This design comes from an exercise in tuning for small area and a short achievable clock period on the open sky130 flow, not from production work. Function was checked by simulation only, so behaviour that the tests miss may differ from the original. No activity file was given, so power comes from the tool's default toggle rates.

==> flow/design.v (excerpt) <==
module rat_round #(parameter WIDTH=32) (
        input clk,
        input rst,
        input [WIDTH-1:0] in_num,
        input [WIDTH-1:0] in_den,
        output wire [WIDTH-1:0] out_num,
        output wire [WIDTH-1:0] out_den,
        output wire rdy
    );
==> flow/config.mk <==
export PLATFORM = sky130hd
export DESIGN_NAME = rat_round
export DESIGN_NICKNAME = rat_round
export VERILOG_FILES = /design/flow/design.v
export SDC_FILE = /design/flow/constraint.sdc
export NUM_CORES = 4
export LEC_CHECK = 0
export ABC_AREA = 1
export CAP_MARGIN = 20
export CORE_MARGIN = 2
export CORE_UTILIZATION = 60
export CTS_BUF_LIST = sky130_fd_sc_hd__clkbuf_4 sky130_fd_sc_hd__clkbuf_8
export GPL_ROUTABILITY_DRIVEN = 0
export PLACE_DENSITY = 0.85
export SLEW_MARGIN = 80
==> flow/constraint.sdc <==
create_clock -name core_clock -period 72.0 [get_ports {clk}]
set_input_delay 14.4000 -clock core_clock [delete_from_list [all_inputs] [get_ports {clk}]]
set_output_delay 14.4000 -clock core_clock [all_outputs]
set_load 0.01 [all_outputs]
standard.sh (not shown) runs the stock make flow with config.mk's settings and CLKGATE_MAP_FILE= SYNTH_SCRIPT=/design/flow/synth_recipe.tcl, a recipe that flattens the netlist after the stock synthesis.
==> flow/flow/run.sh <==
#!/bin/bash
# Own layout flow: the standard synthesis and layout (standard.sh), except
# that the input and output ports are buffered with buf_2 cells rather than the
# clkdlybuf4s50 delay buffer that buffer_ports picks by itself.
set -euo pipefail
cd "$(dirname "$(readlink -f "$0")")/.."
bash standard.sh synth > flow_synth.log 2>&1
bash standard.sh "BUFFER_PORTS_ARGS=-buffer_cell sky130_fd_sc_hd__buf_2" finish > flow_layout.log 2>&1
Then changed:
--- a/flow/config.mk
+++ b/flow/config.mk
@@ -9,7 +9,9 @@
 export CAP_MARGIN = 20
 export CORE_MARGIN = 2
-export CORE_UTILIZATION = 60
-export CTS_BUF_LIST = sky130_fd_sc_hd__clkbuf_4 sky130_fd_sc_hd__clkbuf_8
+export CORE_UTILIZATION = 70
+export CTS_BUF_LIST = sky130_fd_sc_hd__clkbuf_16
+export CTS_CLUSTER_DIAMETER = 80
+export CTS_CLUSTER_SIZE = 16
 export GPL_ROUTABILITY_DRIVEN = 0
-export PLACE_DENSITY = 0.85
+export PLACE_DENSITY = 0.9
 export SLEW_MARGIN = 80
After rerunning: The new run ran to the end with no violations. Area after synthesis does not change. Worst setup slack degrades by 0.58 ns. Sequential power goes up by a few percent. Global-route usage goes up by 7.1 points.
Then changed:
--- a/flow/config.mk
+++ b/flow/config.mk
@@ -9,9 +9,9 @@
 export CAP_MARGIN = 20
 export CORE_MARGIN = 2
-export CORE_UTILIZATION = 70
+export CORE_UTILIZATION = 60
 export CTS_BUF_LIST = sky130_fd_sc_hd__clkbuf_16
-export CTS_CLUSTER_DIAMETER = 80
-export CTS_CLUSTER_SIZE = 16
+export CTS_CLUSTER_DIAMETER = 100
+export CTS_CLUSTER_SIZE = 22
 export GPL_ROUTABILITY_DRIVEN = 0
-export PLACE_DENSITY = 0.9
-export SLEW_MARGIN = 80
+export PLACE_DENSITY = 0.75
+export SLEW_MARGIN = 70
After rerunning:
- worst hold slack improved by 0.0033 ns
- fmax increases slightly
- clock-buffer cell count goes down by 4
- worst setup slack improved by 0.19 ns
- final area fell by a few percent
- global-route usage came out lower by 5.8 points
- combinational power is about the same
Then changed:
--- a/flow/config.mk
+++ b/flow/config.mk
@@ -11,7 +11,7 @@
 export CORE_UTILIZATION = 60
 export CTS_BUF_LIST = sky130_fd_sc_hd__clkbuf_16
-export CTS_CLUSTER_DIAMETER = 100
-export CTS_CLUSTER_SIZE = 22
+export CTS_CLUSTER_DIAMETER = 80
+export CTS_CLUSTER_SIZE = 16
 export GPL_ROUTABILITY_DRIVEN = 0
-export PLACE_DENSITY = 0.75
-export SLEW_MARGIN = 70
+export PLACE_DENSITY = 0.85
+export SLEW_MARGIN = 80
The changed run finished clean.
Area after synthesis does not change.
Routed wire length falls by a few percent.
Design area rises by a few percent.
Clock-buffer cell count rises by 2.
Via count rises slightly.
Global-route usage falls by 1.7 points.
Critical path depth rises by 2.
Die area is unchanged.
Synthesized cell count stays the same.
Worst hold slack gets worse by 0.011 ns.
Worst setup slack gets better by 0.31 ns.

========
Another version of the RTL of rat_round (not shown whole).
Size in the first run: ~130 I/O pins.
Settings: LEC_CHECK=0, ABC_AREA=1, CAP_MARGIN=20, CORE_MARGIN=2, CORE_UTILIZATION=60, CTS_BUF_LIST=sky130_fd_sc_hd__clkbuf_16, CTS_CLUSTER_DIAMETER=100, CTS_CLUSTER_SIZE=22, GPL_ROUTABILITY_DRIVEN=0, PLACE_DENSITY=0.85, SLEW_MARGIN=75; clock period 72.0 ns.
Scripts as last shown in full above: flow/flow/run.sh
The baseline completed without violations.
==> next run, changes <==
--- a/flow/config.mk
+++ b/flow/config.mk
@@ -15,3 +15,3 @@
 export GPL_ROUTABILITY_DRIVEN = 0
-export PLACE_DENSITY = 0.85
-export SLEW_MARGIN = 75
+export PLACE_DENSITY = 0.75
+export SLEW_MARGIN = 65
What happened:
- final cell count is lower slightly
- worst hold slack hardly moves
- core utilization is lower by 1.0 points
- routed wire length fell by a few percent
- clock skew hardly moves
==> next run, changes <==
--- a/flow/config.mk
+++ b/flow/config.mk
@@ -15,3 +15,3 @@
 export GPL_ROUTABILITY_DRIVEN = 0
-export PLACE_DENSITY = 0.75
-export SLEW_MARGIN = 65
+export PLACE_DENSITY = 0.85
+export SLEW_MARGIN = 70
=>
- routed wire length grows by about 2%
- setup slack improved by 830 ps
- global-route usage grows by 0.23 points
- first-iteration DRC count grows by 28%
- cell count barely changes
- worst hold slack is about the same
- fmax grows by 3.2%

========
Setup of pepper:
rat_round, a different RTL version from the one above (not shown whole).
Size in the first run: roughly 250 flip-flops, ~37000 um^2 of cells after synthesis.
==> flow/config.mk <==
export PLATFORM = sky130hd
export DESIGN_NAME = rat_round
export DESIGN_NICKNAME = rat_round
export VERILOG_FILES = /design/flow/design.v
export SDC_FILE = /design/flow/constraint.sdc
export NUM_CORES = 4
export LEC_CHECK = 0
export ABC_AREA = 1
export CAP_MARGIN = 20
export CORE_MARGIN = 2
export CORE_UTILIZATION = 60
export CTS_BUF_LIST = sky130_fd_sc_hd__clkbuf_4 sky130_fd_sc_hd__clkbuf_8
export GPL_ROUTABILITY_DRIVEN = 0
export PLACE_DENSITY = 0.85
export SLEW_MARGIN = 80
==> flow/constraint.sdc <==
create_clock -name core_clock -period 72.0 [get_ports {clk}]
set_input_delay 14.4000 -clock core_clock [delete_from_list [all_inputs] [get_ports {clk}]]
set_output_delay 14.4000 -clock core_clock [all_outputs]
set_load 0.01 [all_outputs]
Scripts as last shown in full above: flow/flow/run.sh
Per the final summary, pepper finished and its layout is clean on timing, DRC and antenna.
Inputs modified between pepper and lagoon:
==> flow/flow/run.sh <==
#!/bin/bash
# Own layout flow: the standard synthesis and layout (standard.sh), except
# that the input and output ports are buffered with buf_2 cells rather than the
# clkdlybuf4s50 delay buffer that buffer_ports picks by itself, and that global
# placement reweights a larger share of the most timing-critical nets.
set -euo pipefail
cd "$(dirname "$(readlink -f "$0")")/.."
bash standard.sh synth > flow_synth.log 2>&1
bash standard.sh "BUFFER_PORTS_ARGS=-buffer_cell sky130_fd_sc_hd__buf_2" \
  "GLOBAL_PLACEMENT_ARGS=-timing_driven_nets_percentage 30 -timing_driven_net_weight_max 5" \
  finish > flow_layout.log 2>&1
The lower post-route fraction of the period consumed by the critical path came out of pepper. Combined flip-flop and latch cell area: lagoon vs pepper — no meaningful difference. lagoon does worse than pepper on minimum setup slack in the final design. pepper has a lower final area than lagoon. Run comparison: pepper start point of the critical path c_n[1]; lagoon start point of the critical path a_d[0]. The run showing the smaller total length of routed met2 wires is pepper.

========
## oak
rat_round with an RTL version that a note above also has.
Size in the first run: about 5600 cells after synthesis, ~250 flip-flops, roughly 37000 um^2 of cells after synthesis.
==> flow/config.mk <==
export PLATFORM = sky130hd
export DESIGN_NAME = rat_round
export DESIGN_NICKNAME = rat_round
export VERILOG_FILES = /design/flow/design.v
export SDC_FILE = /design/flow/constraint.sdc
export NUM_CORES = 4
export LEC_CHECK = 0
export ABC_AREA = 1
export CAP_MARGIN = 20
export CORE_MARGIN = 2
export CORE_UTILIZATION = 60
export CTS_BUF_LIST = sky130_fd_sc_hd__clkbuf_16
export CTS_CLUSTER_DIAMETER = 100
export CTS_CLUSTER_SIZE = 22
export GPL_ROUTABILITY_DRIVEN = 0
export PLACE_DENSITY = 0.85
export SLEW_MARGIN = 80
==> flow/constraint.sdc <==
create_clock -name core_clock -period 72.0 [get_ports {clk}]
set_input_delay 14.4000 -clock core_clock [delete_from_list [all_inputs] [get_ports {clk}]]
set_output_delay 14.4000 -clock core_clock [all_outputs]
set_load 0.01 [all_outputs]
==> flow/flow/run.sh <==
#!/bin/bash
# Own layout flow: the standard synthesis and layout (standard.sh), except
# that the input and output ports are buffered with buf_2 cells rather than the
# clkdlybuf4s50 delay buffer that buffer_ports picks by itself.
set -euo pipefail
cd "$(dirname "$(readlink -f "$0")")/.."
bash standard.sh synth > flow_synth.log 2>&1
bash standard.sh "BUFFER_PORTS_ARGS=-buffer_cell sky130_fd_sc_hd__buf_2" finish > flow_layout.log 2>&1
Looking at the reports, oak completed the entire flow and the layout it produced met the timing, design-rule and antenna checks.
--- input diff oak..pine ---
Settings: swapping 80 for 70 in SLEW_MARGIN; swapping 20 for 0 in CAP_MARGIN.
pine: fraction of power consumed by combinational cells lower than oak. Taking oak as the reference point, the minimum hold slack of pine falls by 0.0047 ns. [compare] base=oak new=pine: maximum frequency now sits higher, wire length -2400 um, detailed-placement wirelength estimate decreased 1700 um, global-route usage lost 0.65 points, worst-skew pair later-pin latency level. On cell count after synthesis, pine and oak are neck and neck. [pine] number of cells in the design after placement fell 0.75% relative to oak.

========
RTL: one of the versions met above, not the one the previous note started from.
Size: about 37000 um^2 of cells after synthesis.
Settings: LEC_CHECK=0, ABC_AREA=1, CAP_MARGIN=20, CORE_MARGIN=2, CORE_UTILIZATION=60, CTS_BUF_LIST=sky130_fd_sc_hd__clkbuf_8 sky130_fd_sc_hd__clkbuf_16, CTS_CLUSTER_DIAMETER=60, CTS_CLUSTER_SIZE=12, GPL_ROUTABILITY_DRIVEN=0, PLACE_DENSITY=0.85, SLEW_MARGIN=80; clock period 72.0 ns.
Scripts as last shown in full above: flow/flow/run.sh
The starting point ran to the end with no violations.
Edit:
Settings changed: CTS_BUF_LIST sky130_fd_sc_hd__clkbuf_8 sky130_fd_sc_hd__clkbuf_16 to sky130_fd_sc_hd__clkbuf_16, CTS_CLUSTER_DIAMETER 60 to 100, CTS_CLUSTER_SIZE 12 to 22.
What happened: The new run ran to the end with no violations; synthesized cell count stays the same; setup slack is better by 0.051 ns; power shrinks by 3.8%; routed wire length shrinks by 1.2%; synthesized area is unchanged; final cell count falls by 0.42%; global-route usage came out lower by 0.17 points; sequential share of layout area climbs by 0.16 points; clock-buffer cell count went down by 16; first-iteration DRC count went down by 4.1%; clock skew barely changes.

========
RTL: one of the versions met above, not the one the previous note started from.
For scale: roughly 5600 cells after synthesis, about 250 flip-flops, ~130 I/O pins, about 37000 um^2 of cells after synthesis.
// rat_round
module rat_round #(parameter WIDTH=32) (
        input clk,
        input rst,
        input [WIDTH-1:0] in_num,
        input [WIDTH-1:0] in_den,
        output wire [WIDTH-1:0] out_num,
        output wire [WIDTH-1:0] out_den,
        output wire rdy
    );
    reg rdy_a, rdy_b, rdy_c;
    always @(posedge clk) begin
        if (rst) begin
            rdy_a <= 1'b0;
            rdy_b <= 1'b0;
            rdy_c <= 1'b0;
        end else begin
            rdy_a <= 1'b1;
            rdy_b <= rdy_a;
            rdy_c <= rdy_b;
        end
    end
    assign rdy = rdy_c;
    assign out_den = 1;
    wire        neg = in_den[31];
    wire [31:0] n0 = neg ? -in_num : in_num;
    wire [31:0] d0 = neg ? -in_den : in_den;
    wire [0:0] x31 = n0[31];
    wire r31_g0 = ~x31[0] & d0[0];
    wire r31_e0 = ~(x31[0] ^ d0[0]);
    wire q31 = ~r31_g0 & ~|d0[31:1];
    wire [0:0] p31;
    assign p31[0] = q31 ? (r31_e0 ~^ 1'b0) : x31[0];
    wire [31:31] qq31 = q31;
    wire [1:0] x30 = {p31, n0[30]};
    wire r30_g0 = ~x30[0] & d0[0];
    wire r30_e0 = ~(x30[0] ^ d0[0]);
    wire r30_g1 = ~x30[1] & d0[1];
    wire r30_e1 = ~(x30[1] ^ d0[1]);
    wire r30g_1 = r30_g1 | (r30_e1 & r30_g0);
    wire r30p_2 = r30_e1 & r30_e0;
    wire q30 = ~r30g_1 & ~|d0[31:2];
    wire [1:0] p30;
    assign p30[0] = q30 ? (r30_e0 ~^ 1'b0) : x30[0];
    assign p30[1] = q30 ? (r30_e1 ~^ r30_g0) : x30[1];
    wire [31:30] qq30 = {qq31, q30};
    wire [2:0] x29 = {p30, n0[29]};
    wire r29_g0 = ~x29[0] & d0[0];
    wire r29_e0 = ~(x29[0] ^ d0[0]);
    wire r29_g1 = ~x29[1] & d0[1];
    wire r29_e1 = ~(x29[1] ^ d0[1]);
    wire r29_g2 = ~x29[2] & d0[2];
    wire r29_e2 = ~(x29[2] ^ d0[2]);
    wire r29g_3 = r29_g1 | (r29_e1 & r29_g0);
    wire r29p_4 = r29_e1 & r29_e0;
    wire r29g_5 = r29_g2 | (r29_e2 & r29g_3);
    wire r29p_6 = r29_e2 & r29p_4;
    wire q29 = ~r29g_5 & ~|d0[31:3];
    wire [2:0] p29;
    assign p29[0] = q29 ? (r29_e0 ~^ 1'b0) : x29[0];
    assign p29[1] = q29 ? (r29_e1 ~^ r29_g0) : x29[1];
    assign p29[2] = q29 ? (r29_e2 ~^ r29g_3) : x29[2];
    wire [31:29] qq29 = {qq30, q29};
    wire [3:0] x28 = {p29, n0[28]};
    wire r28_g0 = ~x28[0] & d0[0];
    wire r28_e0 = ~(x28[0] ^ d0[0]);
    wire r28_g1 = ~x28[1] & d0[1];
    wire r28_e1 = ~(x28[1] ^ d0[1]);
    wire r28_g2 = ~x28[2] & d0[2];
    wire r28_e2 = ~(x28[2] ^ d0[2]);
  ...
clock: 72.0 ns
lec_check: 0
abc_area: 1
cap_margin: 20
core_margin: 2
core_utilization: 60
cts_buf_list: sky130_fd_sc_hd__clkbuf_16
cts_cluster_diameter: 100
cts_cluster_size: 22
gpl_routability_driven: 0
place_density: 0.85
slew_margin: 60
Scripts as last shown in full above: flow/flow/run.sh
Next try:
Settings changed: PLACE_DENSITY 0.85 to 0.8, SLEW_MARGIN 60 to 70.
Design area grows by about 1%.
Clock power grows by about 7%.
Worst hold slack stays flat.
Wire length grows by 1.1%.
Power grows by 1.4%.
Sequential power stays flat.
Synthesized cell count stays the same.
Die area stays the same.
Next try:
Settings changed: PLACE_DENSITY 0.8 to 0.75.
Outcome:
- The changed run completed without violations
- routed wire length shrinks by a few percent
- sequential cell count does not change
- worst setup slack is worse by 0.19 ns
- die area does not change
- cell count stays flat
- clock skew goes down by 0.024 ns
- design area shrinks slightly
Next try:
Settings changed: PLACE_DENSITY 0.75 to 0.65.
After rerunning: Final area barely changes; clock-buffer cell count stays the same; worst setup slack is worse by 0.10 ns; maximum frequency fell slightly; routed wire length rose by a few percent; non-clock buffer count rose by 3; synthesized area stays the same; sequential power hardly moves; core utilization stays flat.
Next try:
Settings changed: CTS_BUF_LIST sky130_fd_sc_hd__clkbuf_16 to sky130_fd_sc_hd__clkbuf_4 sky130_fd_sc_hd__clkbuf_8, CTS_CLUSTER_DIAMETER 100 to not set, CTS_CLUSTER_SIZE 22 to not set, PLACE_DENSITY 0.65 to 0.85, SLEW_MARGIN 70 to 80.
The new run ran to the end with no violations. Synthesized area is unchanged. Utilization rose by 3.2 points. Via count rose by a few percent. Global-route usage hardly moves. Clock power rose by well over a third. Clock skew rose by 0.015 ns. Final area rose by a few percent. Wire length rose by a few percent. Synthesized cell count stays the same.

[static timing again, ports no longer ideal]
The results above use ideal ports. As a check the final layouts listed here were re-extracted and re-timed, cells and wires unchanged.
Step 1: set_driving_cell puts a clkbuf_16 on clk and a buf_2 on each other input, an assumption about the parent block.
Step 2 also shifts input and output timing later by t, the mid clock arrival at the registers, as if the neighbouring blocks saw the same clock.
a / b / c = ideal / step 1 / step 2; a / b = the first two.
run | shift t [ns] | setup slack, ns | pins driven straight from the clock port
the first run of note 1 | 0.665 | 46.307 / 46.338 / 45.672 | 1
the second run of note 1 | 0.625 | 45.729 / 45.745 / 45.120 | 1
the third run of note 1 | 0.622 | 45.919 / 45.852 / 45.819 | 1
the fourth run of note 1 | 0.583 | 46.225 / 46.262 / 45.679 | 1
the first run of note 2 | 0.585 | 46.390 / 46.390 / 46.390 | 1
the second run of note 2 | 0.581 | 45.482 / 45.420 / 45.729 | 1
the third run of note 2 | 0.585 | 46.308 / 46.308 / 46.308 | 1
pepper | 0.695 | 45.462 / 45.405 / 44.927 | 1
lagoon | 0.704 | 44.606 / 44.606 / 44.606 | 1
oak | 0.588 | 45.508 / 45.449 / 46.037 | 1
pine | 0.585 | 46.308 / 46.308 / 46.308 | 1
the first run of note 5 | 0.633 | 46.215 / 46.252 / 45.619 | 1
the second run of note 5 | 0.577 | 46.267 / 46.309 / 45.732 | 1
the first run of note 6 | 0.578 | 44.883 / 44.883 / 44.883 | 1
the second run of note 6 | 0.595 | 46.091 / 46.091 / 46.091 | 1
the third run of note 6 | 0.580 | 45.903 / 45.840 / 46.420 | 1
the fourth run of note 6 | 0.603 | 45.801 / 45.737 / 45.885 | 1
the fifth run of note 6 | 0.685 | 45.429 / 45.378 / 46.064 | 1
After both steps every run listed still meets setup and hold. For the first run of note 1, which loses most, drivers alone change the setup slack by +0.031 ns; drivers and shift together by -0.635 ns.
